Background: an optimization exercise with open tools, aiming at a short achievable clock period and few clock cycles. Do not read the settings as production practice.
At most, simulation tests tie the RTL to the original design; equivalence was not proved.
Function not checked in runs 1 and 2: the RTL went through the layout flow alone.
No activity file was given, so power comes from the tool's default toggle rates.

## flow/design.v (module list and top-level ports; edited modules follow where they fit)
// module alu: 37 lines
// module imm_signed: 7 lines
// module program_count: 18 lines
// module instr_reg: 24 lines
// module general_reg: 33 lines
// module mul_csa: 3855 lines
// module status_flag: 12 lines
// module datapath_multi: 22 lines
// module control_unit_multi: 69 lines
// module cpu_top: 154 lines
module cpu_top (
    input  logic        clk,
    input  logic        rst_n,
    input  logic        mode,
    input  logic [3:0]  REG_addr_dbg,
    input  logic        reg_sel_dbg,
    output logic [12:0] imem_addr,
    input  logic [31:0] imem_rdata,
    output logic [12:0] dmem_addr,
    output logic [31:0] dmem_wdata,
    output logic        dmem_wen,
    output logic        dmem_en,
    input  logic [31:0] dmem_rdata,
    output logic [31:0] status_reg,
    output logic [15:0] REG_dbg
);
  // ...
==> flow/run.sh <==
#!/bin/bash
# synth_recipe.tcl (not shown) runs the flow's synth.tcl, then flattens the netlist and writes it again
# the make line also repeats each setting of config.mk as NAME=value (left out here)
make -C /OpenROAD-flow-scripts/flow DESIGN_CONFIG=/design/flow/config.mk WORK_HOME=/design/flow/orfs CLKGATE_MAP_FILE= SYNTH_SCRIPT=/design/flow/synth_recipe.tcl finish
==> flow/config.mk <==
export PLATFORM = sky130hd
export DESIGN_NAME = cpu_top
export DESIGN_NICKNAME = cpu_top
export VERILOG_FILES = /design/flow/design.v
export SDC_FILE = /design/flow/constraint.sdc
export NUM_CORES = 4
export LEC_CHECK = 0
export CAP_MARGIN = 20
export CORE_MARGIN = 2
export CORE_UTILIZATION = 40
export SETUP_SLACK_MARGIN = 5
export SLEW_MARGIN = 20
==> flow/constraint.sdc <==
create_clock -name core_clock -period 12.0 [get_ports {clk}]
set_input_delay 2.4000 -clock core_clock [delete_from_list [all_inputs] [get_ports {clk}]]
set_output_delay 2.4000 -clock core_clock [all_outputs]
set_load 0.01 [all_outputs]
==> key figures, run 1 <==
Critical path
  • Worst path max stage delay: between 0.6 and 0.7 ns
  • Reg2reg end: SF.flags[2]$_DFFE_PN0P_
  • CP top delay family: buffers and inverters
  • Worst Setup EP: REG_dbg[5]
  • CP Cell Sequence: clkbuf_4 > or2_4 > buf_4 > o221ai_1 > o22ai_1 > nor2_1 > nand2_1 > o31ai_4 > clkdlybuf4s50_1
  • Startpoint types: input port
  • Critical path origin: REG_addr_dbg[1]
  • Crit-path slowest cell: clkdlybuf4s50_1

GRT
  • Number of global-route vias before repair: 79040
  • Initial antenna violation count: 44

Power
  • Reg power frac: 18.0%
  • Switch Pwr: 16.2 mW

Drt
  • M1 WL: 148 mm
  • WL met3: 51.0 mm
  • Pre-Repair DR Iteration Count: 8

STA
  • Worst slew pin tran: 1.28 ns
  • RSZ-0062 raised after global routing: true
  • Post-route setup TNS: 0 ns
  • Slew headroom: 14.5%
  • Hold slack: 0.333 ns

Cells and area
  • Clock buffers: 141
  • Buffering overhead: 3.80%
  • Max reg flops: 480
  • Non-Clock Buffer Count: 425

Synth
  • Area leader, netlist: fa_1
  • Syn Area/Cell: 9.94 sq um
  • Main combinational cell family by area after synthesis: adder cells
  • Post-synthesis compound-gate area fraction: 12.1%
  • Yosys top cell area share: 19.6%
  • Top FF cell, synth: edfxtp_1

Place
  • Hpwl dp: between 200 and 300 mm
  • Place WS: between 3 and 4 ns
  • RD Place Congestion: roughly 1

Floorplan
  • Tap cells: roughly 3000
  • Die W: around 480 um
  • Core Region: about 230000 sq um

Outcome
  • Status: finished clean

CTS
  • Post-CTS Setup Bufs: 3
  • Clock buffer depth: 3

Hold path
  • Hold wc startpoint: e_mul_lo$_DFF_P_
==> module cpu_top, before the edit <==
module cpu_top (
    input  logic        clk,
    input  logic        rst_n,
    input  logic        mode,
    input  logic [3:0]  REG_addr_dbg,
    input  logic        reg_sel_dbg,
    output logic [12:0] imem_addr,
    input  logic [31:0] imem_rdata,
    output logic [12:0] dmem_addr,
    output logic [31:0] dmem_wdata,
    output logic        dmem_wen,
    output logic        dmem_en,
    input  logic [31:0] dmem_rdata,
    output logic [31:0] status_reg,
    output logic [15:0] REG_dbg
);
    logic [31:0] pc_f, ras;
    logic [31:0] ins;
    assign ins = imem_rdata;
    assign imem_addr = pc_f[12:0];
    logic f_uses_rs, f_uses_rt, f_wr_e, f_wr_w, f_jump, f_jal, f_beq, f_bne, f_jr;
    logic f_ld, f_sw, f_rmw, f_mem, f_mul, f_mul_lo, f_flags, f_use_imm, f_lui, f_munsigned;
    logic [3:0] f_wd;
    logic [9:0] f_cls;
    logic [1:0] f_msize;
    control_unit_multi DEC (
        .ins(ins), .uses_rs(f_uses_rs), .uses_rt(f_uses_rt), .wr_e(f_wr_e), .wr_w(f_wr_w),
        .wd(f_wd), .jump(f_jump), .jal(f_jal), .beq(f_beq), .bne(f_bne), .jr(f_jr),
        .ld(f_ld), .sw(f_sw), .rmw(f_rmw), .mem(f_mem), .mul(f_mul), .mul_lo(f_mul_lo),
        .set_flags(f_flags), .use_imm(f_use_imm), .lui(f_lui), .cls(f_cls),
        .msize(f_msize), .munsigned(f_munsigned)
    );
    logic [3:0] f_rs, f_rt;
    assign f_rs = ins[24:21];
    assign f_rt = ins[19:16];
    logic [31:0] f_imm, f_pc4, f_next;
    imm_signed IMM (.imm_val(ins[15:0]), .upbound(f_lui), .b_val(f_imm));
    program_count PCN (
        .pc(pc_f), .ins(ins), .jump(f_jump), .bne(f_bne), .jr(f_jr), .ras(ras),
        .pc4(f_pc4), .next(f_next)
    );
    logic        e_valid;
    logic        e_wr_e, e_wr_w, e_flags, e_jr, e_beq, e_bne, e_ld, e_sw, e_rmw, e_mul, e_mul_lo;
    logic        e_use_imm, e_munsigned;
    logic [3:0]  e_wd;
    logic [9:0]  e_cls;
    logic [4:0]  e_shamt;
    logic [1:0]  e_msize;
    logic [31:0] e_a, e_b, e_op2, e_imm, e_pc4, e_jrpred;
    logic        w_we, w_ld, w_mul_lo, w_rmw, w_munsigned;
    logic [3:0]  w_wd;
    logic [1:0]  w_off, w_msize;
    logic [63:0] w_ms, w_mc;
    logic [31:0] w_sdata;
    logic [12:0] w_addr;
    logic        w2_valid;
    logic [12:0] w2_addr;
    logic [31:0] w2_data;
    logic [31:0] rs_val, rt_val, res_e, res_w;
    logic        we_e;
    general_reg RF (
        .clk(clk), .rs_addr(f_rs), .rt_addr(f_rt), .rs_data(rs_val), .rt_data(rt_val),
        .we_e(we_e), .wa_e(e_wd), .wd_e(res_e),
        .we_w(w_we), .wa_w(w_wd), .wd_w(res_w),
        .dbg_addr(REG_addr_dbg), .dbg_sel(reg_sel_dbg), .dbg_data(REG_dbg)
    );
    logic stall, redirect;
    logic [31:0] redir_pc;
    assign stall = (e_valid & e_wr_w & ((f_uses_rs & (f_rs == e_wd)) | (f_uses_rt & (f_rt == e_wd))))
                 | (f_mem & w_rmw)
                 | (f_sw & e_valid & e_rmw);
    always_ff @(posedge clk or negedge rst_n) begin
        if (!rst_n) begin
            pc_f <= 32'd0;
            e_valid <= 1'b0;
        end else begin
            if (redirect) pc_f <= redir_pc;
            else if (!stall) pc_f <= f_next;
            e_valid <= ~redirect & ~stall;
        end
    end
    always_ff @(posedge clk) begin
        if (~redirect & ~stall & f_jal) ras <= f_pc4;
        e_wr_e <= f_wr_e; e_wr_w <= f_wr_w; e_flags <= f_flags; e_jr <= f_jr;
        e_beq <= f_beq; e_bne <= f_bne; e_ld <= f_ld; e_sw <= f_sw; e_rmw <= f_rmw;
        e_mul <= f_mul; e_mul_lo <= f_mul_lo; e_use_imm <= f_use_imm;
        e_munsigned <= f_munsigned; e_msize <= f_msize;
        e_wd <= f_wd; e_cls <= f_cls; e_shamt <= ins[10:6];
        e_a <= f_a; e_b <= f_b; e_op2 <= f_use_imm ? f_imm : f_b;
        e_imm <= f_imm; e_pc4 <= f_pc4; e_jrpred <= ras;
    end
    logic [31:0] f_a, f_b;
    logic fa_e, fb_e, fa_w, fb_w;
    assign fa_e = e_valid & e_wr_e & (f_rs == e_wd);
    assign fb_e = e_valid & e_wr_e & (f_rt == e_wd);
    assign fa_w = w_we & (f_rs == w_wd);
    assign fb_w = w_we & (f_rt == w_wd);
    assign f_a = fa_e ? res_e : (fa_w ? res_w : rs_val);
    assign f_b = fb_e ? res_e : (fb_w ? res_w : rt_val);
    logic [31:0] opA, opB, op2;
    assign opA = e_a;
    assign opB = e_b;
    assign op2 = e_op2;
    logic [3:0] nzcv;
    alu ALU (
        .a(opA), .b(op2), .link(e_pc4), .shamt(e_shamt), .cls(e_cls),
        .result(res_e), .nzcv(nzcv)
    );
    assign we_e = e_valid & e_wr_e;
    logic [3:0] flags;
    status_flag SF (.clk(clk), .rst_n(rst_n), .en(e_valid & e_flags), .nzcv(nzcv), .flags(flags));
    assign status_reg = {flags, 27'b0, mode};
    logic br_mis, jr_mis;
    assign br_mis = e_valid & ((e_beq & (opA == opB)) | (e_bne & (opA == opB)));
    assign jr_mis = e_valid & e_jr & (opA != e_jrpred);
    assign redirect = br_mis | jr_mis;
    assign redir_pc = e_jr ? opA : (e_bne ? e_pc4 : {14'b0, e_imm[15:0], 2'b00});
    logic [12:0] e_addr;
    assign e_addr = opA[12:0] + e_imm[12:0];
    assign dmem_en = w2_valid | (e_valid & (e_ld | e_sw | e_rmw));
    assign dmem_wen = w2_valid | (e_valid & e_sw);
    assign dmem_addr = w2_valid ? w2_addr : e_addr;
    assign dmem_wdata = w2_valid ? w2_data : opB;
    logic [63:0] m_s, m_c;
    mul_csa MUL (.a(opA), .b(opB), .s(m_s), .c(m_c));
    always_ff @(posedge clk or negedge rst_n) begin
        if (!rst_n) begin
            w_we <= 1'b0;
            w_rmw <= 1'b0;
            w2_valid <= 1'b0;
        end else begin
            w_we <= e_valid & e_wr_w;
            w_rmw <= e_valid & e_rmw;
            w2_valid <= w_rmw;
        end
    end
    always_ff @(posedge clk) begin
        w_ld <= e_ld; w_mul_lo <= e_mul_lo; w_munsigned <= e_munsigned; w_msize <= e_msize;
        w_wd <= e_wd; w_off <= e_addr[1:0]; w_addr <= e_addr; w_sdata <= opB;
        w_ms <= m_s; w_mc <= m_c;
    end
    logic [31:0] ld_data, merged;
    logic [63:0] prod;
    logic [31:0] mword;
    assign mword = (w2_valid && w2_addr[12:2] == w_addr[12:2]) ? w2_data : dmem_rdata;
    instr_reg LDX (.word(mword), .off(w_off), .msize(w_msize), .munsigned(w_munsigned), .data(ld_data));
    assign prod = w_ms + w_mc;
    assign res_w = w_ld ? ld_data : (w_mul_lo ? prod[31:0] : prod[63:32]);
    datapath_multi MRG (.word(mword), .sdata(w_sdata), .off(w_off), .msize(w_msize), .merged(merged));
    always_ff @(posedge clk) begin
        w2_addr <= w_addr;
        w2_data <= merged;
    end
endmodule
==> run 2: changes to the inputs <==
--- a/flow/design.v
+++ b/flow/design.v
@@ -4113,5 +4113,7 @@
     logic [31:0] f_imm, f_pc4, f_next;
+    logic f_taken;
+    assign f_taken = (f_bne & (f_rs != f_rt)) | (f_beq & (f_rs == f_rt));
     imm_signed IMM (.imm_val(ins[15:0]), .upbound(f_lui), .b_val(f_imm));
     program_count PCN (
-        .pc(pc_f), .ins(ins), .jump(f_jump), .bne(f_bne), .jr(f_jr), .ras(ras),
+        .pc(pc_f), .ins(ins), .jump(f_jump), .bne(f_taken), .jr(f_jr), .ras(ras),
         .pc4(f_pc4), .next(f_next)
@@ -4120,3 +4122,3 @@
     logic        e_wr_e, e_wr_w, e_flags, e_jr, e_beq, e_bne, e_ld, e_sw, e_rmw, e_mul, e_mul_lo;
-    logic        e_use_imm, e_munsigned;
+    logic        e_use_imm, e_munsigned, e_pred;
     logic [3:0]  e_wd;
@@ -4145,5 +4147,8 @@
     logic [31:0] redir_pc;
+    logic e_mv, w2_busy;
+    assign e_mv = e_valid & (e_ld | e_sw | e_rmw);
+    assign w2_busy = (w2_valid & e_mv) | w_rmw;      
     assign stall = (e_valid & e_wr_w & ((f_uses_rs & (f_rs == e_wd)) | (f_uses_rt & (f_rt == e_wd))))
-                 | (f_mem & w_rmw)
-                 | (f_sw & e_valid & e_rmw);
+                 | (f_mem & e_valid & e_rmw & w2_busy)
+                 | (f_sw & ((e_valid & e_rmw) | w2_busy));
     always_ff @(posedge clk or negedge rst_n) begin
@@ -4161,3 +4166,3 @@
         e_wr_e <= f_wr_e; e_wr_w <= f_wr_w; e_flags <= f_flags; e_jr <= f_jr;
-        e_beq <= f_beq; e_bne <= f_bne; e_ld <= f_ld; e_sw <= f_sw; e_rmw <= f_rmw;
+        e_beq <= f_beq; e_bne <= f_bne; e_pred <= f_taken; e_ld <= f_ld; e_sw <= f_sw; e_rmw <= f_rmw;
         e_mul <= f_mul; e_mul_lo <= f_mul_lo; e_use_imm <= f_use_imm;
@@ -4190,12 +4195,12 @@
     logic br_mis, jr_mis;
-    assign br_mis = e_valid & ((e_beq & (opA == opB)) | (e_bne & (opA == opB)));
+    assign br_mis = e_valid & (e_beq | e_bne) & ((e_beq ~^ (opA == opB)) ^ e_pred);
     assign jr_mis = e_valid & e_jr & (opA != e_jrpred);
     assign redirect = br_mis | jr_mis;
-    assign redir_pc = e_jr ? opA : (e_bne ? e_pc4 : {14'b0, e_imm[15:0], 2'b00});
+    assign redir_pc = e_jr ? opA : (e_pred ? e_pc4 : {14'b0, e_imm[15:0], 2'b00});
     logic [12:0] e_addr;
     assign e_addr = opA[12:0] + e_imm[12:0];
-    assign dmem_en = w2_valid | (e_valid & (e_ld | e_sw | e_rmw));
-    assign dmem_wen = w2_valid | (e_valid & e_sw);
-    assign dmem_addr = w2_valid ? w2_addr : e_addr;
-    assign dmem_wdata = w2_valid ? w2_data : opB;
+    assign dmem_en = e_mv | w2_valid;
+    assign dmem_wen = e_mv ? e_sw : 1'b1;
+    assign dmem_addr = e_mv ? e_addr : w2_addr;
+    assign dmem_wdata = e_mv ? opB : w2_data;
     logic [63:0] m_s, m_c;
@@ -4210,3 +4215,4 @@
             w_rmw <= e_valid & e_rmw;
-            w2_valid <= w_rmw;
+            if (w_rmw) w2_valid <= 1'b1;
+            else if (!e_mv) w2_valid <= 1'b0;
         end
@@ -4227,4 +4233,6 @@
     always_ff @(posedge clk) begin
-        w2_addr <= w_addr;
-        w2_data <= merged;
+        if (w_rmw) begin
+            w2_addr <= w_addr;
+            w2_data <= merged;
+        end
     end
==> flow/flow/run.sh (new file) <==
#!/bin/bash
set -euo pipefail
bash standard.sh SETUP_SLACK_MARGIN=6.5 finish > standard.log 2>&1
==> flow/standard.sh (new file) <==
#!/bin/bash
# synth_recipe.tcl (not shown) runs the flow's synth.tcl, then flattens the netlist and writes it again
# the make line also repeats each setting of config.mk as NAME=value (left out here)
make -C /OpenROAD-flow-scripts/flow DESIGN_CONFIG=/design/flow/config.mk WORK_HOME=/design/flow/orfs CLKGATE_MAP_FILE= SYNTH_SCRIPT=/design/flow/synth_recipe.tcl "${@:-finish}"
--- a/flow/config.mk
+++ b/flow/config.mk
@@ -10,3 +10,2 @@
 export CORE_UTILIZATION = 40
-export SETUP_SLACK_MARGIN = 5
 export SLEW_MARGIN = 20
removed: flow/run.sh
==> run 2 against run 1 <==
Compared with the run above: clock power fell by 5.5%; area after synthesis up 0.88%; register-to-register slack better by 1.1 ns; maximum frequency increased by 7.6%; critical path depth down 1; worst hold slack got worse by 0.0043 ns; die area is 0.87% higher; via count increased by 1.8%; synthesized cell count rose by 1.5%.
==> key figures, run 2 <==
GRT
  • Total grt overflow: 0
  • Initial antenna violation count: 41 (-6.8%)
  • Largest net degree at the start of global routing: 64
  • Number of global-route vias before repair: 79453 (+0.52%)
  • GRT Util Overall: 35.6%
  • First-pass GRT wire length: 602 mm

Synth
  • Post-synth top cells: inv_1, nand2_1, fa_1
  • Synth cell types: ~110
  • YS warnings: 7
  • Flops & latches, synth: 969
  • Number of flops mapped to enable cells by yosys: 557
  • Most common cell in the synthesized netlist: inv_1
  • Synth top area cells: fa_1, edfxtp_1, mux4_2, dfxtp_1, and2_1
  • Top FF cell, synth: edfxtp_1
  • Async S/R FF share, synth: approximately 4.1%
  • Area leader, netlist: fa_1
  • Mapped Cells: ~9400
  • Post-synthesis instance area: 93200 sq um
  • Syn Area/Cell: 9.88 sq um (-0.57%)
  • Yosys top cell area share: 19.4% (-0.17 points)
  • Sequential area share after synthesis: 27.0%

Run
  • Max_cap viols: 0

Floorplan
  • Full die area: 237000 sq um
  • Rows: around 180
  • Io pins: between 150 and 200
  • Starting Density: 40.1%
  • Die W: 487 um (+0.43%)
  • Die height: 487 um
  • Core Region: 232000 sq um (+0.95%)

Power
  • Peak VDD IR: about 0.00055 V
  • Final Power: 31.2 mW
  • PwrDens: 297 nW/um^2
  • Pleak: approximately 43 nW

Drt
  • 1st-iter DRT viols: 11137
  • Pre-Repair DR Iteration Count: 9 (+1)
  • Vias/cell: 6.41
  • DRC Markers: 0
  • Routed wire length: 430 mm
  • DRT antenna net count: 0
  • Total number of vias: 80011
  • WL/cell: between 30 and 40 um

STA
  • Worst slew pin tran: 1.36 ns (+0.0749 ns)
  • Final hold vios: 0
  • Max Freq: 154 MHz
  • RSZ-0062 raised after global routing: true
  • Slew headroom: 8.93% (-5.5 points)
  • Crit share post-route: ~54%
  • Final setup viols: 0
  • Slew Viols, Final: 0
  • Final Critical Period: approximately 6.5 ns
  • Post-route setup TNS: 0 ns (unchanged)
  • Clock Skew: 0.0844 ns

CTS
  • Clock latency (worst-skew pair): 0.82 ns
  • Hold buffers post-CTS: 0
  • Depth of the CTS H-tree: 3
  • Root Buffer: clkbuf_16
  • Clock buffer depth: 3 (unchanged)
  • Clock Pin Slew Worst Setup and Hold Paths: 0.06 ns
  • TritonCTS Buffers: 107
  • Sink Count: 969
  • CTS tree: yes

Place
  • RD Place Congestion: 1.04 (+1.2%)
  • PortBufs: 150
  • Hpwl dp: 288 mm (+2.0%)

Cells and area
  • Leading cell type in the layout, fill and taps excluded: inv_1
  • Fill cells: 21621
  • Top flop regs: RF.g_r.q: 480 flops, w_ms: 63 flops, w_mc: 62 flops
  • Post-layout nets: 10536
  • Share of cells above drive strength 1: 15.8%
  • Largest register by flop count: RF.g_r.q
  • Commonest cells after routing, fill and taps aside: inv_1, nand2_1, fa_1
  • P&R area growth vs syn: 12.6%
  • Post-layout utilization of the core: 45.2%
  • Max reg flops: 480 (unchanged)

Critical path
  • Startpoint types: input port
  • Depth of the worst register-to-register path: 11
  • R2R setup slack: 6.31 ns
  • Arr. time, crit path: 4.09 ns
  • Critical path origin: REG_addr_dbg[0]
  • Worst Path Class, Setup: input port to primary output
  • WP data required: 9.60 ns
  • Worst Setup EP: REG_dbg[7]
  • RR Startpoint: e_shamt[0]$_DFF_P_
  • Crit path capture type: primary output
  • Reg2reg end: SF.flags[2]$_DFFE_PN0P_
  • Crit path max fanout: 4

Outcome
  • Status: finished clean

Hold path
  • Type of the most critical hold path: flop to flop
==> run 2: cell types whose count changed after synthesis, sizes merged, moves of 39 or more <==
| cell | delta |
|---|---|
| a22o | +43 |
| a21oi | -92 |
| nand2 | +181 |
| mux2i | -93 |
| edfxtp | +45 |
| dfxtp | -44 |
| xnor2 | -39 |
| o21ai | +74 |
==> run 2: where the power goes <==
part | leakage, nW | switching (mW) | internal (mW)
sequential | 8.66 | 0.455 | 5.21
clock | 1.82 | 1.57 | 2.03
combinational | 32.8 | 13.6 | 8.31
==> run 2: layout make-up <==
| type | count | area, sq um | share of cell area [%] |
|---|---|---|---|
| multi-input combinational | 6579 | 62300 | 59.4 |
| clock buffer | 153 | 3070 | 2.92 |
| antenna | 24 | 60.1 | 0.0573 |
| timing repair buffer | 552 | 5510 | 5.25 |
| inverter | 1117 | 4200 | 4.00 |
| tap | 3043 | 3810 | 3.63 |
| sequential | 969 | 25300 | 24.1 |
| clock inverter | 49 | 652 | 0.621 |
==> run 2: worst min path at each step <==
stage                                from            endpoint  slack, ns  cells past startpoint
global route        e_msize[0]$_SDFF_PP0_  w_msize[0]$_DFF_P_       0.34                      0
CTS                 e_msize[0]$_SDFF_PP0_  w_msize[0]$_DFF_P_       0.33                      0
floorplan           e_msize[0]$_SDFF_PP0_  w_msize[0]$_DFF_P_       0.31                      0
detailed placement  e_msize[0]$_SDFF_PP0_  w_msize[0]$_DFF_P_       0.32                      0
finish              e_msize[0]$_SDFF_PP0_  w_msize[0]$_DFF_P_       0.33                      0
global placement    e_msize[0]$_SDFF_PP0_  w_msize[0]$_DFF_P_       0.31                      0
==> run 2: kinds of logic after synthesis <==
family / share of synthesized area, %
flops: 27.0
fa+ha+maj: 22.6
simple gates: 13.5
mux: 15.1
buf+inv: 8.01
xor+xnor: 1.59
compound gates: 12.2
other cells: 0.00402
==> run 2: what timing repair did <==
action	4_1_cts	5_1_grt
gates cloned	17	6
setup endpoints to repair	158	155
setup buffers	91	33
pin swaps	54	85
gates resized for setup	302	173
==> run 2: layer usage <==
metal,part of all wire (%),GRT usage (%),wire (um)
met1,35,43.8,153000
met2,43,53.2,186000
met3,12,10.3,53300
met4,9.0,26.4,38800
met5,0.045,0,195
==> run 2: worst max-delay path, cell delays in order <==
cell	delay [ns]
buf_16	0.10
buf_12	0.12
buf_12	0.12
mux4_2	0.51
a221oi_2	0.25
a211oi_1	0.10
a21o_1	0.25
clkdlybuf4s15_2	0.24
==> run 2: metrics by stage <==
| stage | hold slack [ns] | setup slack (ns) | instance area [sq um] | std cells |
|---|---|---|---|---|
| after CTS | 0.330 | 5.52 | 104000 | 12423 |
| after global routing | 0.336 | 5.47 | 105000 | 12468 |
| after detailed placement | 0.315 | 3.90 | 98000 | 12113 |
| after floorplan | 0.310 | 5.97 | 93700 | 9458 |
| after global placement | 0.313 | 3.86 | 98000 | 12111 |
| final | 0.329 | 5.51 | 105000 | 12486 |
==> run 3: changes to the inputs <==
--- a/flow/design.v
+++ b/flow/design.v
@@ -4113,7 +4113,5 @@
     logic [31:0] f_imm, f_pc4, f_next;
-    logic f_taken;
-    assign f_taken = (f_bne & (f_rs != f_rt)) | (f_beq & (f_rs == f_rt));
     imm_signed IMM (.imm_val(ins[15:0]), .upbound(f_lui), .b_val(f_imm));
     program_count PCN (
-        .pc(pc_f), .ins(ins), .jump(f_jump), .bne(f_taken), .jr(f_jr), .ras(ras),
+        .pc(pc_f), .ins(ins), .jump(f_jump), .bne(f_bne), .jr(f_jr), .ras(ras),
         .pc4(f_pc4), .next(f_next)
@@ -4122,3 +4120,3 @@
     logic        e_wr_e, e_wr_w, e_flags, e_jr, e_beq, e_bne, e_ld, e_sw, e_rmw, e_mul, e_mul_lo;
-    logic        e_use_imm, e_munsigned, e_pred;
+    logic        e_use_imm, e_munsigned;
     logic [3:0]  e_wd;
@@ -4127,3 +4125,5 @@
     logic [1:0]  e_msize;
-    logic [31:0] e_a, e_b, e_op2, e_imm, e_pc4, e_jrpred;
+    logic [31:0] e_a, e_b, e_imm, e_pc4, e_jrpred;
+    logic        e_fa_e, e_fa_w, e_fb_e, e_fb_w;
+    logic [31:0] r_e, r_w;           
     logic        w_we, w_ld, w_mul_lo, w_rmw, w_munsigned;
@@ -4147,8 +4147,4 @@
     logic [31:0] redir_pc;
-    logic e_mv, w2_busy;
-    assign e_mv = e_valid & (e_ld | e_sw | e_rmw);
-    assign w2_busy = (w2_valid & e_mv) | w_rmw;      
     assign stall = (e_valid & e_wr_w & ((f_uses_rs & (f_rs == e_wd)) | (f_uses_rt & (f_rt == e_wd))))
-                 | (f_mem & e_valid & e_rmw & w2_busy)
-                 | (f_sw & ((e_valid & e_rmw) | w2_busy));
+                 | (f_mem & ((e_valid & e_rmw) | w_rmw));
     always_ff @(posedge clk or negedge rst_n) begin
@@ -4166,3 +4162,3 @@
         e_wr_e <= f_wr_e; e_wr_w <= f_wr_w; e_flags <= f_flags; e_jr <= f_jr;
-        e_beq <= f_beq; e_bne <= f_bne; e_pred <= f_taken; e_ld <= f_ld; e_sw <= f_sw; e_rmw <= f_rmw;
+        e_beq <= f_beq; e_bne <= f_bne; e_ld <= f_ld; e_sw <= f_sw; e_rmw <= f_rmw;
         e_mul <= f_mul; e_mul_lo <= f_mul_lo; e_use_imm <= f_use_imm;
@@ -4170,17 +4166,12 @@
         e_wd <= f_wd; e_cls <= f_cls; e_shamt <= ins[10:6];
-        e_a <= f_a; e_b <= f_b; e_op2 <= f_use_imm ? f_imm : f_b;
-        e_imm <= f_imm; e_pc4 <= f_pc4; e_jrpred <= ras;
+        e_a <= rs_val; e_b <= rt_val; e_imm <= f_imm; e_pc4 <= f_pc4; e_jrpred <= ras;
+        e_fa_e <= e_valid & e_wr_e & (f_rs == e_wd);
+        e_fb_e <= e_valid & e_wr_e & (f_rt == e_wd);
+        e_fa_w <= w_we & (f_rs == w_wd);
+        e_fb_w <= w_we & (f_rt == w_wd);
     end
-    logic [31:0] f_a, f_b;
-    logic fa_e, fb_e, fa_w, fb_w;
-    assign fa_e = e_valid & e_wr_e & (f_rs == e_wd);
-    assign fb_e = e_valid & e_wr_e & (f_rt == e_wd);
-    assign fa_w = w_we & (f_rs == w_wd);
-    assign fb_w = w_we & (f_rt == w_wd);
-    assign f_a = fa_e ? res_e : (fa_w ? res_w : rs_val);
-    assign f_b = fb_e ? res_e : (fb_w ? res_w : rt_val);
     logic [31:0] opA, opB, op2;
-    assign opA = e_a;
-    assign opB = e_b;
-    assign op2 = e_op2;
+    assign opA = e_fa_e ? r_e : (e_fa_w ? r_w : e_a);
+    assign opB = e_fb_e ? r_e : (e_fb_w ? r_w : e_b);
+    assign op2 = e_use_imm ? e_imm : opB;
     logic [3:0] nzcv;
@@ -4195,12 +4186,12 @@
     logic br_mis, jr_mis;
-    assign br_mis = e_valid & (e_beq | e_bne) & ((e_beq ~^ (opA == opB)) ^ e_pred);
+    assign br_mis = e_valid & ((e_beq & (opA == opB)) | (e_bne & (opA == opB)));
     assign jr_mis = e_valid & e_jr & (opA != e_jrpred);
     assign redirect = br_mis | jr_mis;
-    assign redir_pc = e_jr ? opA : (e_pred ? e_pc4 : {14'b0, e_imm[15:0], 2'b00});
+    assign redir_pc = e_jr ? opA : (e_bne ? e_pc4 : {14'b0, e_imm[15:0], 2'b00});
     logic [12:0] e_addr;
     assign e_addr = opA[12:0] + e_imm[12:0];
-    assign dmem_en = e_mv | w2_valid;
-    assign dmem_wen = e_mv ? e_sw : 1'b1;
-    assign dmem_addr = e_mv ? e_addr : w2_addr;
-    assign dmem_wdata = e_mv ? opB : w2_data;
+    assign dmem_en = w2_valid | (e_valid & (e_ld | e_sw | e_rmw));
+    assign dmem_wen = w2_valid | (e_valid & e_sw);
+    assign dmem_addr = w2_valid ? w2_addr : e_addr;
+    assign dmem_wdata = w2_valid ? w2_data : opB;
     logic [63:0] m_s, m_c;
@@ -4215,4 +4206,3 @@
             w_rmw <= e_valid & e_rmw;
-            if (w_rmw) w2_valid <= 1'b1;
-            else if (!e_mv) w2_valid <= 1'b0;
+            w2_valid <= w_rmw;
         end
@@ -4223,2 +4213,4 @@
         w_ms <= m_s; w_mc <= m_c;
+        r_e <= res_e;
+        r_w <= res_w;
     end
@@ -4226,13 +4218,9 @@
     logic [63:0] prod;
-    logic [31:0] mword;
-    assign mword = (w2_valid && w2_addr[12:2] == w_addr[12:2]) ? w2_data : dmem_rdata;
-    instr_reg LDX (.word(mword), .off(w_off), .msize(w_msize), .munsigned(w_munsigned), .data(ld_data));
+    instr_reg LDX (.word(dmem_rdata), .off(w_off), .msize(w_msize), .munsigned(w_munsigned), .data(ld_data));
     assign prod = w_ms + w_mc;
     assign res_w = w_ld ? ld_data : (w_mul_lo ? prod[31:0] : prod[63:32]);
-    datapath_multi MRG (.word(mword), .sdata(w_sdata), .off(w_off), .msize(w_msize), .merged(merged));
+    datapath_multi MRG (.word(dmem_rdata), .sdata(w_sdata), .off(w_off), .msize(w_msize), .merged(merged));
     always_ff @(posedge clk) begin
-        if (w_rmw) begin
-            w2_addr <= w_addr;
-            w2_data <= merged;
-        end
+        w2_addr <= w_addr;
+        w2_data <= merged;
     end
==> flow/run.sh (new file) <==
#!/bin/bash
# synth_recipe.tcl (not shown) runs the flow's synth.tcl, then flattens the netlist and writes it again
# the make line also repeats each setting of config.mk as NAME=value (left out here)
make -C /OpenROAD-flow-scripts/flow DESIGN_CONFIG=/design/flow/config.mk WORK_HOME=/design/flow/orfs CLKGATE_MAP_FILE= SYNTH_SCRIPT=/design/flow/synth_recipe.tcl finish
removed: flow/flow/run.sh
removed: flow/standard.sh
==> run 3 against run 2 <==
Compared with the run above: setup slack worse by 3.3 ns; combinational power is 21% higher; area after synthesis fell by 0.75%; clock skew is 0.0056 ns higher; clock power up 16%; critical path type is now flop to flop; sequential share of layout area rose by 1.1 points; clock-buffer cell count increased by 26; still clean on timing, DRC and antenna; wire length grew 6.8%; die area down 0.74%; maximum frequency is 34% lower; critical endpoint is now RF.g_r[11].q[31]$_DFFE_PP_.
==> key figures, run 3 <==
Cells and area
  • Leading cell type in the layout, fill and taps excluded: inv_1
  • Post-layout nets: 10586 (+0.47%)
  • Share of cells above drive strength 1: 13.1% (-2.7 points)
  • Largest register by flop count: RF.g_r.q
  • Top flop regs: RF.g_r.q: 480 flops, w_ms: 63 flops, w_mc: 62 flops
  • P&R area growth vs syn: 10.8%
  • Post-layout utilization of the core: 44.6% (-0.64 points)
  • Commonest cells after routing, fill and taps aside: inv_1, nor2_1, fa_1
  • Max reg flops: 480 (unchanged)

STA
  • Clock Skew: 0.0900 ns (+0.00559 ns)
  • Slew headroom: 14.1% (+5.2 points)
  • Post-route setup TNS: 0 ns (unchanged)
  • Final hold vios: 0 (unchanged)
  • RSZ-0062 raised after global routing: false
  • Crit share post-route: 81.5% (+27 points)
  • Max Freq: 102 MHz (-34%)
  • Worst slew pin tran: 1.28 ns (-0.0785 ns)
  • Final Critical Period: 9.78 ns (+3.29 ns)
  • Final setup viols: 0 (unchanged)
  • Slew Viols, Final: 0 (unchanged)

Drt
  • Highest routed layer: met5
  • DRC Markers: 0 (unchanged)
  • 1st-iter DRT viols: 12025 (+8.0%)
  • Total number of vias: 80972 (+1.2%)
  • DRT antenna net count: 0 (unchanged)
  • M1 WL: 162 mm (+6.5%)
  • WL met3: 58.1 mm (+9.0%)
  • Routed wire length: 460 mm (+6.8%)
  • Met2 wire len: 193 mm (+3.8%)
  • Vias/cell: 6.45 (+0.63%)
  • WL/cell: 36.6 um (+6.2%)
  • Pre-Repair DR Iteration Count: 7 (-2)

CTS
  • # resized after CTS: 0 (-100%)
  • Root Buffer: clkbuf_16
  • TritonCTS Buffers: 130 (+21%)
  • Depth of the CTS H-tree: 4 (+1)
  • Clock Pin Slew Worst Setup and Hold Paths: 0.06 ns (about the same)
  • Clock latency (worst-skew pair): 0.85 ns (+0.03 ns)
  • Hold buffers post-CTS: 0 (unchanged)
  • Sink Count: 1021 (+5.4%)
  • CTS tree: yes
  • Clock buffer depth: 3 (unchanged)
  • Post-CTS Setup Bufs: 0 (-100%)

Synth
  • Number of flops mapped to enable cells by yosys: 512 (-8.1%)
  • Sequential area share after synthesis: 27.9% (+0.84 points)
  • Area leader, netlist: fa_1
  • Yosys top cell area share: 19.6% (+0.15 points)
  • Syn Area/Cell: 9.70 sq um (-1.8%)
  • Synth cell types: 119 (+11%)
  • Top FF cell, synth: edfxtp_1
  • Mapped Cells: 9531 (+1.0%)
  • YS warnings: 7 (unchanged)
  • Flops & latches, synth: 1021 (+5.4%)
  • Async S/R FF share, synth: 3.92% (-0.21 points)
  • Post-synthesis instance area: 92500 sq um (-0.75%)
  • Synth top area cells: fa_1, edfxtp_1, dfxtp_1, mux4_2, inv_1
  • Most common cell in the synthesized netlist: inv_1
  • Post-synth top cells: inv_1, nor2_1, fa_1

GRT
  • Largest net degree at the start of global routing: 85 (+33%)
  • Total grt overflow: 0 (unchanged)
  • Number of global-route vias before repair: 79319 (-0.17%)
  • First-pass GRT wire length: 632 mm (+5.0%)
  • GRT Util Overall: 38.4% (+2.8 points)
  • Initial antenna violation count: 64 (+56%)

Critical path
  • WP data required: 12.56 ns (+2.96 ns)
  • RR Startpoint: e_fb_w$_DFF_P_
  • Crit path max fanout: 30 (+26)
  • Arr. time, crit path: 10.34 ns (+6.25 ns)
  • Critical path origin: e_fb_w$_DFF_P_
  • Worst Path Class, Setup: flop to flop
  • Crit path capture type: flop
  • Depth of the worst register-to-register path: 27 (+16)
  • Startpoint types: flop

Run
  • Max_cap viols: 0 (unchanged)

Place
  • PortBufs: 150 (unchanged)
  • RD Place Congestion: 1.07 (+3.3%)
  • Hpwl dp: 334 mm (+16%)

Floorplan
  • Die height: 485 um (-0.37%)
  • Full die area: 235000 sq um (-0.74%)
  • Rows: 176 (-0.56%)
  • Die W: 485 um (-0.37%)
  • Core Region: 230000 sq um (-0.94%)
  • Starting Density: 40.2% (+0.080 points)
  • Io pins: 180 (unchanged)

Power
  • Peak VDD IR: 0.00166 V (+200%)
  • PwrDens: 358 nW/um^2 (+20%)
  • Pleak: 41.2 nW (-4.7%)

Hold path
  • Min-Delay Path Depth: 0 (unchanged)
  • Hold wc startpoint: w_addr[2]$_DFF_P_
  • Type of the most critical hold path: flop to flop

Outcome
  • Status: finished clean
-- run 3: changes by cell type after synthesis, moves of 45 or more --
cell,change
a21oi_1,+80
mux2i_1,-53
dfxtp_1,+97
buf_1,+64
edfxtp_1,-45
nand2_1,-165
clkbuf_1,-57
and2_1,-683
nor2_1,+750
-- run 3: per-layer routing --
metal / global-route usage (%) / up-vias
met5: 0 / -
met1: 47.3 / 40561
li1: - / 32151
met4: 31.6 / 32
met2: 55.3 / 6482
met3: 11.8 / 1746
-- run 3: final cells by class --
cell class / count / area, sq um
Fill cell: 21845 / 127000
Timing Repair Buffer: 464 / 3840
Clock buffer: 179 / 3700
Antenna cell: 47 / 118
Multi-Input combinational cell: 6576 / 59900
Inverter: 1183 / 4440
Sequential cell: 1021 / 25800
Clock inverter: 61 / 825
Tap cell: 3026 / 3790
-- run 3: cells by family (layout without fill, tap and decap cells) --
kind of cell    after synthesis  count (layout)  share of synthesized area [%]
mux                         911             911                           15.2
compound gates             1795            1795                           12.6
simple gates               2535            2535                           11.8
flops                      1021            1021                           27.9
buf+inv                    1960            1887                           8.26
other cells                   1              74                        0.00405
fa+ha+maj                  1138            1138                           22.7
xor+xnor                    170             170                           1.61
-- run 3: critical path: stages, from the launching register on --
cell and delay, ns:
dfxtp_2 1.07, buf_4 0.35, mux2i_1 0.21, nand2_1 0.11, o21ai_4 0.09, buf_4 0.50, inv_1 0.26, a21boi_0 0.82
ha_1 0.50, clkinv_1 0.38, a21oi_1 0.24, o31ai_1 0.12, a41oi_1 0.23, a21oi_1 0.15, and3_1 0.22, nor4_1 0.50
o21ai_0 0.19, a221oi_1 0.43, nor2_1 0.10, nor2_1 0.15, o21bai_1 0.09, fa_1 0.49, a22oi_1 0.20, nand3_1 0.10
a221o_1 0.28, nor3_2 0.72, inv_1 0.54, mux2_2 0.43
-- run 3: metrics by stage --
| stage | instances | hold WS [ns] | power [mW] | cell area, sq um | setup WS, ns |
|---|---|---|---|---|---|
| after floorplan | 9557 | 0.310 | 19.2 | 92600 | 5.29 |
| after global placement | 12266 | 0.312 | 31.3 | 97700 | 2.57 |
| after detailed placement | 12267 | 0.314 | 31.7 | 97800 | 2.48 |
| after CTS | 12507 | 0.316 | 36.0 | 102000 | 2.43 |
| after global routing | 12530 | 0.323 | 38.6 | 102000 | 1.85 |
| final | 12557 | 0.316 | 36.7 | 102000 | 2.22 |
-- run 3: path summary, 6_finish.rpt --
check,slack (ns),endpoint
setup / recovery,2.22,RF.g_r[11].q[31]$_DFFE_PP_
hold / removal,0.32,w2_addr[2]$_DFF_P_
setup reg to reg,2.22,RF.g_r[11].q[31]$_DFFE_PP_
hold reg to reg,0.32,w2_addr[2]$_DFF_P_
max in group asynchronous,9.59,w2_valid$_DFF_PN0_
min in group asynchronous,1.76,SF.flags[1]$_DFFE_PN0P_
-- run 3: power by group --
part	leakage, nW	switching (mW)	internal, mW
Combinational	30.0	17.4	9.06
Clock	2.18	1.82	2.37
Sequential	9.05	0.436	5.53
Testbench counts of run 3, summed over its fixed seeds: cycles 46,008.
==> module alu, before the edit <==
module alu (
    input  logic [31:0] a,
    input  logic [31:0] b,
    input  logic [31:0] link,
    input  logic [4:0]  shamt,
    input  logic [9:0]  cls,
    output logic [31:0] result,
    output logic [3:0]  nzcv
);
    logic [32:0] sum, dif, sl;
    logic [32:0] sr, sa;
    logic va, vs, c, v, z;
    assign sum = {1'b0, a} + {1'b0, b};
    assign dif = {1'b0, a} - {1'b0, b};
    assign va = (a[31] == b[31]) & (sum[31] != a[31]);
    assign vs = (a[31] != b[31]) & (dif[31] != a[31]);
    assign sl = {1'b0, b} << shamt;
    assign sr = {b, 1'b0} >> shamt;
    assign sa = $signed({b, 1'b0}) >>> shamt;
    always_comb begin
        result = ({32{cls[0]}} & sum[31:0])
               | ({32{cls[1]}} & dif[31:0])
               | ({32{cls[2]}} & {31'b0, dif[31] ^ vs})
               | ({32{cls[3]}} & (a & b))
               | ({32{cls[4]}} & (a | b))
               | ({32{cls[5]}} & (a ^ b))
               | ({32{cls[6]}} & sl[31:0])
               | ({32{cls[7]}} & sr[32:1])
               | ({32{cls[8]}} & sa[32:1])
               | ({32{cls[9]}} & link);
        c = (cls[0] & sum[32]) | (cls[1] & dif[32]) | (cls[6] & sl[32])
          | (cls[7] & sr[0]) | (cls[8] & sa[0]);
        v = (cls[0] & va) | (cls[1] & vs);
    end
    assign z = (result == 32'd0);
    assign nzcv = {result[31], z, c, v};
endmodule
==> module general_reg, before the edit <==
module general_reg (
    input  logic        clk,
    input  logic [3:0]  rs_addr,
    input  logic [3:0]  rt_addr,
    output logic [31:0] rs_data,
    output logic [31:0] rt_data,
    input  logic        we_e,
    input  logic [3:0]  wa_e,
    input  logic [31:0] wd_e,
    input  logic        we_w,
    input  logic [3:0]  wa_w,
    input  logic [31:0] wd_w,
    input  logic [3:0]  dbg_addr,
    input  logic        dbg_sel,
    output logic [15:0] dbg_data
);
    logic [511:0] R;
    assign R[31:0] = 32'd0;
    genvar i;
    generate
        for (i = 1; i < 16; i = i + 1) begin : g_r
            logic [31:0] q;
            always_ff @(posedge clk) begin
                if (we_e && wa_e == i) q <= wd_e;
                else if (we_w && wa_w == i) q <= wd_w;
            end
            assign R[i*32 +: 32] = q;
        end
    endgenerate
    assign rs_data = R[rs_addr*32 +: 32];
    assign rt_data = R[rt_addr*32 +: 32];
    assign dbg_data = R[{dbg_addr, dbg_sel}*16 +: 16];
endmodule
==> run 4: changes to the inputs <==
--- a/flow/design.v
+++ b/flow/design.v
@@ -34,3 +34,14 @@
     end
-    assign z = (result == 32'd0);
+    logic z_add, z_sub, z_and, z_or, z_xor, z_sh;
+    logic [31:0] lmask, rmask;
+    assign z_add = &(~(a ^ b ^ {a[30:0] | b[30:0], 1'b0}));
+    assign z_sub = (a == b);
+    assign z_and = ~|(a & b);
+    assign z_or  = ~|(a | b);
+    assign z_xor = (a == b);
+    assign lmask = 32'hffffffff >> shamt;           
+    assign rmask = 32'hffffffff << shamt;           
+    assign z_sh = cls[6] ? ~|(b & lmask) : (~|(b & rmask) & ~(cls[8] & b[31]));
+    assign z = (cls[0] & z_add) | (cls[1] & z_sub) | (cls[3] & z_and) | (cls[4] & z_or)
+             | (cls[5] & z_xor) | ((cls[6] | cls[7] | cls[8]) & z_sh);
     assign nzcv = {result[31], z, c, v};
@@ -117,3 +128,65 @@
     assign rt_data = R[rt_addr*32 +: 32];
-    assign dbg_data = R[{dbg_addr, dbg_sel}*16 +: 16];
+    dbg_mux DBG (.regs(R), .addr(dbg_addr), .sel(dbg_sel), .data(dbg_data));
+endmodule
+module dbg_mux (
+    input  logic [511:0] regs,
+    input  logic [3:0]   addr,
+    input  logic         sel,
+    output logic [15:0]  data
+);
+    logic [4:0] a, an;
+    assign a = {addr, sel};
+    genvar i, j, k;
+    generate
+        for (i = 0; i < 5; i = i + 1) begin : g_inv
+            g_inv u (.a(a[i]), .y(an[i]));
+        end
+        logic [3:0] pa_n;
+        logic [7:0] pb_n;
+        for (k = 0; k < 4; k = k + 1) begin : g_pa
+            g_nand2 u (.a(k[0] ? a[1] : an[1]), .b(k[1] ? a[2] : an[2]), .y(pa_n[k]));
+        end
+        for (k = 0; k < 8; k = k + 1) begin : g_pb
+            g_nand3 u (.a(k[0] ? a[0] : an[0]), .b(k[1] ? a[3] : an[3]), .c(k[2] ? a[4] : an[4]), .y(pb_n[k]));
+        end
+        logic [31:0] dsel;
+        for (k = 2; k < 32; k = k + 1) begin : g_dsel
+            g_nor2 u (.a(pa_n[(k >> 1) & 3]), .b(pb_n[((k >> 3) << 1) | (k & 1)]), .y(dsel[k]));
+        end
+        assign dsel[1:0] = 2'b00;
+        for (j = 0; j < 16; j = j + 1) begin : g_bit
+            logic [14:0] p_n;    
+            logic [3:0]  q;      
+            logic [1:0]  r_n;
+            for (i = 0; i < 15; i = i + 1) begin : g_p
+                g_aoi22 u (.a(dsel[2 + 2*i]), .b(regs[(2 + 2*i)*16 + j]),
+                           .c(dsel[3 + 2*i]), .d(regs[(3 + 2*i)*16 + j]), .y(p_n[i]));
+            end
+            g_nand4 u_q0 (.a(p_n[0]), .b(p_n[1]), .c(p_n[2]), .d(p_n[3]), .y(q[0]));
+            g_nand4 u_q1 (.a(p_n[4]), .b(p_n[5]), .c(p_n[6]), .d(p_n[7]), .y(q[1]));
+            g_nand4 u_q2 (.a(p_n[8]), .b(p_n[9]), .c(p_n[10]), .d(p_n[11]), .y(q[2]));
+            g_nand3 u_q3 (.a(p_n[12]), .b(p_n[13]), .c(p_n[14]), .y(q[3]));
+            g_nor2 u_r0 (.a(q[0]), .b(q[1]), .y(r_n[0]));
+            g_nor2 u_r1 (.a(q[2]), .b(q[3]), .y(r_n[1]));
+            g_nand2 u_o (.a(r_n[0]), .b(r_n[1]), .y(data[j]));
+        end
+    endgenerate
+endmodule
+module g_inv (input logic a, output logic y);
+    assign y = ~a;
+endmodule
+module g_nand2 (input logic a, b, output logic y);
+    assign y = ~(a & b);
+endmodule
+module g_nand3 (input logic a, b, c, output logic y);
+    assign y = ~(a & b & c);
+endmodule
+module g_nand4 (input logic a, b, c, d, output logic y);
+    assign y = ~(a & b & c & d);
+endmodule
+module g_nor2 (input logic a, b, output logic y);
+    assign y = ~(a | b);
+endmodule
+module g_aoi22 (input logic a, b, c, d, output logic y);
+    assign y = ~((a & b) | (c & d));
 endmodule
@@ -4113,5 +4186,13 @@
     logic [31:0] f_imm, f_pc4, f_next;
+    logic f_taken, f_zpred, f_zval, e_zadd, e_zsub;
+    assign e_zadd = &(~(e_a ^ e_op2 ^ {e_a[30:0] | e_op2[30:0], 1'b0}));
+    assign e_zsub = (e_a == e_op2);
+    assign f_zpred = e_valid & e_wr_e & (e_cls[0] | e_cls[1])
+                   & (((f_rs == e_wd) & (f_rt == 4'd0)) | ((f_rt == e_wd) & (f_rs == 4'd0)));
+    assign f_zval = e_cls[0] ? e_zadd : e_zsub;
+    assign f_taken = f_zpred ? ((f_bne & ~f_zval) | (f_beq & f_zval))
+                             : ((f_bne & (f_rs != f_rt)) | (f_beq & (f_rs == f_rt)));
     imm_signed IMM (.imm_val(ins[15:0]), .upbound(f_lui), .b_val(f_imm));
     program_count PCN (
-        .pc(pc_f), .ins(ins), .jump(f_jump), .bne(f_bne), .jr(f_jr), .ras(ras),
+        .pc(pc_f), .ins(ins), .jump(f_jump), .bne(f_taken), .jr(f_jr), .ras(ras),
         .pc4(f_pc4), .next(f_next)
@@ -4120,3 +4201,3 @@
     logic        e_wr_e, e_wr_w, e_flags, e_jr, e_beq, e_bne, e_ld, e_sw, e_rmw, e_mul, e_mul_lo;
-    logic        e_use_imm, e_munsigned;
+    logic        e_use_imm, e_munsigned, e_pred;
     logic [3:0]  e_wd;
@@ -4125,5 +4206,3 @@
     logic [1:0]  e_msize;
-    logic [31:0] e_a, e_b, e_imm, e_pc4, e_jrpred;
-    logic        e_fa_e, e_fa_w, e_fb_e, e_fb_w;
-    logic [31:0] r_e, r_w;           
+    logic [31:0] e_a, e_b, e_op2, e_imm, e_pc, e_pc4, e_jrpred;
     logic        w_we, w_ld, w_mul_lo, w_rmw, w_munsigned;
@@ -4147,4 +4226,7 @@
     logic [31:0] redir_pc;
+    logic e_mv, w2_busy;
+    assign e_mv = e_valid & (e_ld | e_sw | e_rmw);
+    assign w2_busy = (w2_valid & e_mv) | w_rmw;      
     assign stall = (e_valid & e_wr_w & ((f_uses_rs & (f_rs == e_wd)) | (f_uses_rt & (f_rt == e_wd))))
-                 | (f_mem & ((e_valid & e_rmw) | w_rmw));
+                 | (f_mem & e_valid & e_rmw & w2_busy);
     always_ff @(posedge clk or negedge rst_n) begin
@@ -4162,3 +4244,3 @@
         e_wr_e <= f_wr_e; e_wr_w <= f_wr_w; e_flags <= f_flags; e_jr <= f_jr;
-        e_beq <= f_beq; e_bne <= f_bne; e_ld <= f_ld; e_sw <= f_sw; e_rmw <= f_rmw;
+        e_beq <= f_beq; e_bne <= f_bne; e_pred <= f_taken; e_ld <= f_ld; e_sw <= f_sw; e_rmw <= f_rmw;
         e_mul <= f_mul; e_mul_lo <= f_mul_lo; e_use_imm <= f_use_imm;
@@ -4166,12 +4248,17 @@
         e_wd <= f_wd; e_cls <= f_cls; e_shamt <= ins[10:6];
-        e_a <= rs_val; e_b <= rt_val; e_imm <= f_imm; e_pc4 <= f_pc4; e_jrpred <= ras;
-        e_fa_e <= e_valid & e_wr_e & (f_rs == e_wd);
-        e_fb_e <= e_valid & e_wr_e & (f_rt == e_wd);
-        e_fa_w <= w_we & (f_rs == w_wd);
-        e_fb_w <= w_we & (f_rt == w_wd);
+        e_a <= f_a; e_b <= f_b; e_op2 <= f_use_imm ? f_imm : f_b;
+        e_imm <= f_imm; e_pc <= pc_f; e_pc4 <= f_pc4; e_jrpred <= ras;
     end
+    logic [31:0] f_a, f_b;
+    logic fa_e, fb_e, fa_w, fb_w;
+    assign fa_e = e_valid & e_wr_e & (f_rs == e_wd);
+    assign fb_e = e_valid & e_wr_e & (f_rt == e_wd);
+    assign fa_w = w_we & (f_rs == w_wd);
+    assign fb_w = w_we & (f_rt == w_wd);
+    assign f_a = fa_e ? res_e : (fa_w ? res_w : rs_val);
+    assign f_b = fb_e ? res_e : (fb_w ? res_w : rt_val);
     logic [31:0] opA, opB, op2;
-    assign opA = e_fa_e ? r_e : (e_fa_w ? r_w : e_a);
-    assign opB = e_fb_e ? r_e : (e_fb_w ? r_w : e_b);
-    assign op2 = e_use_imm ? e_imm : opB;
+    assign opA = e_a;
+    assign opB = e_b;
+    assign op2 = e_op2;
     logic [3:0] nzcv;
@@ -4186,12 +4273,21 @@
     logic br_mis, jr_mis;
-    assign br_mis = e_valid & ((e_beq & (opA == opB)) | (e_bne & (opA == opB)));
+    assign br_mis = e_valid & (e_beq | e_bne) & ((e_beq ~^ (opA == opB)) ^ e_pred);
     assign jr_mis = e_valid & e_jr & (opA != e_jrpred);
-    assign redirect = br_mis | jr_mis;
-    assign redir_pc = e_jr ? opA : (e_bne ? e_pc4 : {14'b0, e_imm[15:0], 2'b00});
+    assign redirect = br_mis | jr_mis | replay;
+    assign redir_pc = e_sw ? e_pc : e_jr ? opA : (e_pred ? e_pc4 : {14'b0, e_imm[15:0], 2'b00});
     logic [12:0] e_addr;
     assign e_addr = opA[12:0] + e_imm[12:0];
-    assign dmem_en = w2_valid | (e_valid & (e_ld | e_sw | e_rmw));
-    assign dmem_wen = w2_valid | (e_valid & e_sw);
-    assign dmem_addr = w2_valid ? w2_addr : e_addr;
-    assign dmem_wdata = w2_valid ? w2_data : opB;
+    logic mbox, replay, pend;
+    logic [12:2] mb_c;
+    assign pend = w_rmw | w2_valid;
+    assign mb_c = {e_a[11:2] & e_imm[11:2],
+                   (e_a[1] & e_imm[1]) | ((e_a[1] | e_imm[1]) & e_a[0] & e_imm[0])};
+    assign mbox = &(e_a[12:2] ^ e_imm[12:2] ^ mb_c);
+    assign replay = e_valid & e_sw & mbox & pend;
+    assign dmem_en = e_mv ? ~(e_sw & mbox & pend) : w2_valid;
+    assign dmem_wen = e_mv ? e_sw : 1'b1;
+    assign dmem_addr = e_mv ? e_addr : w2_addr;
+    assign dmem_wdata = e_mv ? opB : w2_data;
+    logic sw_now;
+    assign sw_now = e_valid & e_sw & ~(mbox & pend);
     logic [63:0] m_s, m_c;
@@ -4206,3 +4302,4 @@
             w_rmw <= e_valid & e_rmw;
-            w2_valid <= w_rmw;
+            if (w_rmw) w2_valid <= ~(sw_now & (e_addr[12:2] == w_addr[12:2]));
+            else if (!e_mv || (sw_now && e_addr[12:2] == w2_addr[12:2])) w2_valid <= 1'b0;
         end
@@ -4213,4 +4310,2 @@
         w_ms <= m_s; w_mc <= m_c;
-        r_e <= res_e;
-        r_w <= res_w;
     end
@@ -4218,9 +4313,13 @@
     logic [63:0] prod;
-    instr_reg LDX (.word(dmem_rdata), .off(w_off), .msize(w_msize), .munsigned(w_munsigned), .data(ld_data));
+    logic [31:0] mword;
+    assign mword = (w2_valid && w2_addr[12:2] == w_addr[12:2]) ? w2_data : dmem_rdata;
+    instr_reg LDX (.word(mword), .off(w_off), .msize(w_msize), .munsigned(w_munsigned), .data(ld_data));
     assign prod = w_ms + w_mc;
     assign res_w = w_ld ? ld_data : (w_mul_lo ? prod[31:0] : prod[63:32]);
-    datapath_multi MRG (.word(dmem_rdata), .sdata(w_sdata), .off(w_off), .msize(w_msize), .merged(merged));
+    datapath_multi MRG (.word(mword), .sdata(w_sdata), .off(w_off), .msize(w_msize), .merged(merged));
     always_ff @(posedge clk) begin
-        w2_addr <= w_addr;
-        w2_data <= merged;
+        if (w_rmw) begin
+            w2_addr <= w_addr;
+            w2_data <= merged;
+        end
     end
==> flow/flow/run.sh (new file) <==
#!/bin/bash
set -euo pipefail
bash standard.sh SETUP_SLACK_MARGIN=6.5 finish > standard.log 2>&1
==> flow/standard.sh (new file) <==
#!/bin/bash
# synth_recipe.tcl (not shown) runs the flow's synth.tcl, then flattens the netlist and writes it again
# the make line also repeats each setting of config.mk as NAME=value (left out here)
make -C /OpenROAD-flow-scripts/flow DESIGN_CONFIG=/design/flow/config.mk WORK_HOME=/design/flow/orfs CLKGATE_MAP_FILE= SYNTH_SCRIPT=/design/flow/synth_recipe.tcl "${@:-finish}"
--- a/flow/config.mk
+++ b/flow/config.mk
@@ -11 +11,2 @@
 export SLEW_MARGIN = 20
+export SYNTH_HIERARCHICAL = 1
removed: flow/run.sh
==> run 4 against run 3 <==
Compared with the run above: still clean; global-route usage grew 1.2 points; largest cell class unchanged; setup slack better by 3.4 ns; critical endpoint is now REG_dbg[14]; clock power decreased by 8.4%.
==> key figures, run 4 <==
Power
  • Final Power: 37.2 mW (+1.4%)
  • Pleak: 44.9 nW (+8.8%)
  • Peak VDD IR: 0.000891 V (-46%)
  • PwrDens: 331 nW/um^2 (-7.4%)

Cells and area
  • Register area: 26000 sq um (+0.76%)
  • Post-layout nets: 11177 (+5.6%)
  • Fill cells: 23299 (+6.7%)
  • P&R area growth vs syn: 12.7%
  • Max reg flops: 480 (unchanged)
  • Layout Cells excl Fill: 13469 (+7.3%)
  • Largest register by flop count: RF.g_r.q
  • Post-layout utilization of the core: 45.2% (+0.68 points)
  • Leading cell type in the layout, fill and taps excluded: inv_1
  • Top flop regs: RF.g_r.q: 480 flops, w_mc: 64 flops, w_ms: 64 flops
  • Share of cells above drive strength 1: 21.7% (+8.6 points)
  • Commonest cells after routing, fill and taps aside: inv_1, fa_1, nand2_1
  • Area of the multi-input gates: 66400 sq um (+11%)

GRT
  • GRT Util Overall: 39.6% (+1.2 points)
  • Total grt overflow: 0 (unchanged)
  • Initial antenna violation count: 63 (-1.6%)
  • Number of global-route vias before repair: 87331 (+10%)
  • First-pass GRT wire length: 701 mm (+11%)
  • Largest net degree at the start of global routing: 75 (-12%)

Floorplan
  • Starting Density: 40.1% (-0.082 points)
  • Core Region: 248000 sq um (+7.9%)
  • Die W: 503 um (+3.7%)
  • Io pins: 180 (unchanged)
  • Die height: 503 um (+3.7%)
  • Rows: 183 (+4.0%)
  • Full die area: 253000 sq um (+7.6%)

STA
  • Worst slew pin tran: 1.25 ns (-0.0271 ns)
  • RSZ-0062 raised after global routing: true
  • Slew Viols, Final: 0 (unchanged)
  • Final hold vios: 0 (unchanged)
  • Clock Skew: 0.0780 ns (-0.0120 ns)
  • Slew headroom: 16.5% (+2.4 points)
  • Post-route setup TNS: 0 ns (unchanged)
  • Final setup viols: 0 (unchanged)
  • Final Critical Period: 6.41 ns (-3.36 ns)
  • Crit share post-route: 53.5% (-28 points)
  • Max Freq: 156 MHz (+52%)

Critical path
  • WP data required: 9.60 ns (-2.96 ns)
  • RR Startpoint: e_a[0]$_DFF_P_
  • Worst Path Class, Setup: input port to primary output
  • Depth of the worst register-to-register path: 24 (-11%)
  • Crit path capture type: primary output
  • Startpoint types: input port
  • Arr. time, crit path: 4.01 ns (-6.33 ns)
  • Worst Setup EP: REG_dbg[14]
  • Crit path max fanout: 7 (-77%)
  • R2R setup slack: 6.31 ns (+4.09 ns)
  • Reg2reg end: e_op2[31]$_DFF_P_
  • Critical path origin: reg_sel_dbg

Place
  • Post-Place Cells: 12945 (+5.5%)
  • RD Place Congestion: 1.07 (about the same)
  • Hpwl dp: 343 mm (+2.6%)
  • PortBufs: 150 (unchanged)

CTS
  • CTS tree: yes
  • Clock Pin Slew Worst Setup and Hold Paths: 0.06 ns (about the same)
  • Depth of the CTS H-tree: 3 (-1)
  • Clock latency (worst-skew pair): 0.86 ns (about the same)
  • Sink Count: 1004 (-1.7%)
  • TritonCTS Buffers: 119 (-8.5%)
  • Root Buffer: clkbuf_16
  • Clock buffer depth: 3 (unchanged)

Drt
  • WL/cell: 38.0 um (+3.7%)
  • Vias/cell: 6.54 (+1.4%)
  • Pre-Repair DR Iteration Count: 9 (+2)
  • Total number of vias: 88057 (+8.7%)
  • DRC Markers: 0 (unchanged)
  • Routed wire length: 511 mm (+11%)
  • DRT antenna net count: 0 (unchanged)
  • 1st-iter DRT viols: 13408 (+12%)

Synth
  • Syn Area/Cell: 9.94 sq um (+2.4%)
  • Post-synthesis instance area: 99600 sq um (+7.6%)
  • YS warnings: 13 (+6)
  • Mapped Cells: 10018 (+5.1%)

Run
  • Max_cap viols: 0 (unchanged)

Outcome
  • Status: finished clean

Hold path
  • Type of the most critical hold path: flop to flop
## run 4: where the power goes
group / internal [mW] / switching [mW] / leakage [nW]
sequential: 5.56 / 0.453 / 8.93
clock: 2.12 / 1.72 / 1.93
combinational: 11.1 / 16.2 / 34.0
## run 4: per-layer routing
metal | GRT usage (%) | vias up | part of all wire (%) | routed length [um]
li1 | - | 34238 | - | -
met1 | 50.8 | 44578 | 37 | 188000
met2 | 56.8 | 7363 | 41 | 212000
met3 | 12.0 | 1850 | 13 | 68100
met4 | 27.8 | 28 | 8.5 | 43700
met5 | 0 | - | 0.042 | 214
## run 4: how the worst min path moves through the flow
stage	slack [ns]	cells past startpoint	endpoint	start
CTS	0.32	0	w_mul_lo$_DFF_P_	e_mul_lo$_DFF_P_
global placement	0.31	0	w_msize[1]$_DFF_P_	e_msize[1]$_DFF_P_
global route	0.33	0	w_msize[1]$_DFF_P_	e_msize[1]$_DFF_P_
finish	0.33	0	w_msize[1]$_DFF_P_	e_msize[1]$_DFF_P_
floorplan	0.31	0	w_msize[0]$_DFF_P_	e_msize[0]$_DFF_P_
detailed placement	0.32	0	w_msize[1]$_DFF_P_	e_msize[1]$_DFF_P_
## run 4: final cells by class
cell class	instances	share of cell area, %
multi-input cells	7001	59.2
clock inverters	75	0.709
clock buffers	152	2.86
well taps	3330	3.71
inverters	1169	3.95
diodes	76	0.170
flip-flops and latches	1004	23.2
repair buffers	662	6.21
## run 4: what timing repair did
action | CTS | global route
setup buffers | 173 | 36
pin swaps | 124 | 95
hold buffers | 0 | 0
cloned | 6 | 5
resized for setup | 416 | 129
endpoints found under the setup margin | 235 | 170
## run 4: worst max-delay path: stages
cell and delay (ns):
buf_12 0.11, clkinvlp_4 0.08, buf_6 0.13, nand3_4 0.15
nor2_4 0.33, buf_6 0.22, a22oi_2 0.09, nand3_1 0.11
nor2_1 0.06, nand2_2 0.16, buf_6 0.14
## run 4: metrics by stage
stage / instance area [sq um] / hold WS, ns / worst slack [ns]
global route: 112000 / 0.331 / 5.53
floorplan: 100000 / 0.310 / 6.17
finish: 112000 / 0.329 / 5.59
global placement: 104000 / 0.311 / 4.00
CTS: 111000 / 0.323 / 5.66
detailed placement: 104000 / 0.319 / 3.96
Testbench counts of run 4, summed over its fixed seeds: cycles 42,690.

afterwards: timing with drivers on the ports:
The flow's constraints put no driver on any port. The routed layouts listed below were extracted and timed again, unchanged, in two steps. Step 1 (the two cells are an assumption about what drives the block):
set clk [get_ports {clk}]
set_driving_cell -lib_cell sky130_fd_sc_hd__clkbuf_16 $clk
set_driving_cell -lib_cell sky130_fd_sc_hd__buf_2 [delete_from_list [all_inputs] $clk]
Step 2 moves the port delays by t, midway between the first and last clock arrival at a register: inputs arrive t later, outputs are due t later. That takes back most of the time a late clock gives input paths. a / b / c = ideal ports / drivers / drivers and shift; a / b = the first two.
| run | t, ns | setup WS [ns] | worst setup path after step 2 |
|---|---|---|---|
| run 1 | 0.903 | 5.011 / 4.759 / 4.759 | input to output |
| run 2 | 0.863 | 5.508 / 5.174 / 5.174 | input to output |
| run 3 | 0.901 | 2.222 / 2.222 / 2.222 | register to register |
| run 4 | 0.928 | 5.586 / 5.534 / 5.512 | input to register |
After both steps setup and hold are still met in every run listed. For run 2, which loses most, drivers alone change the setup slack by -0.334 ns; drivers and shift together by -0.334 ns.
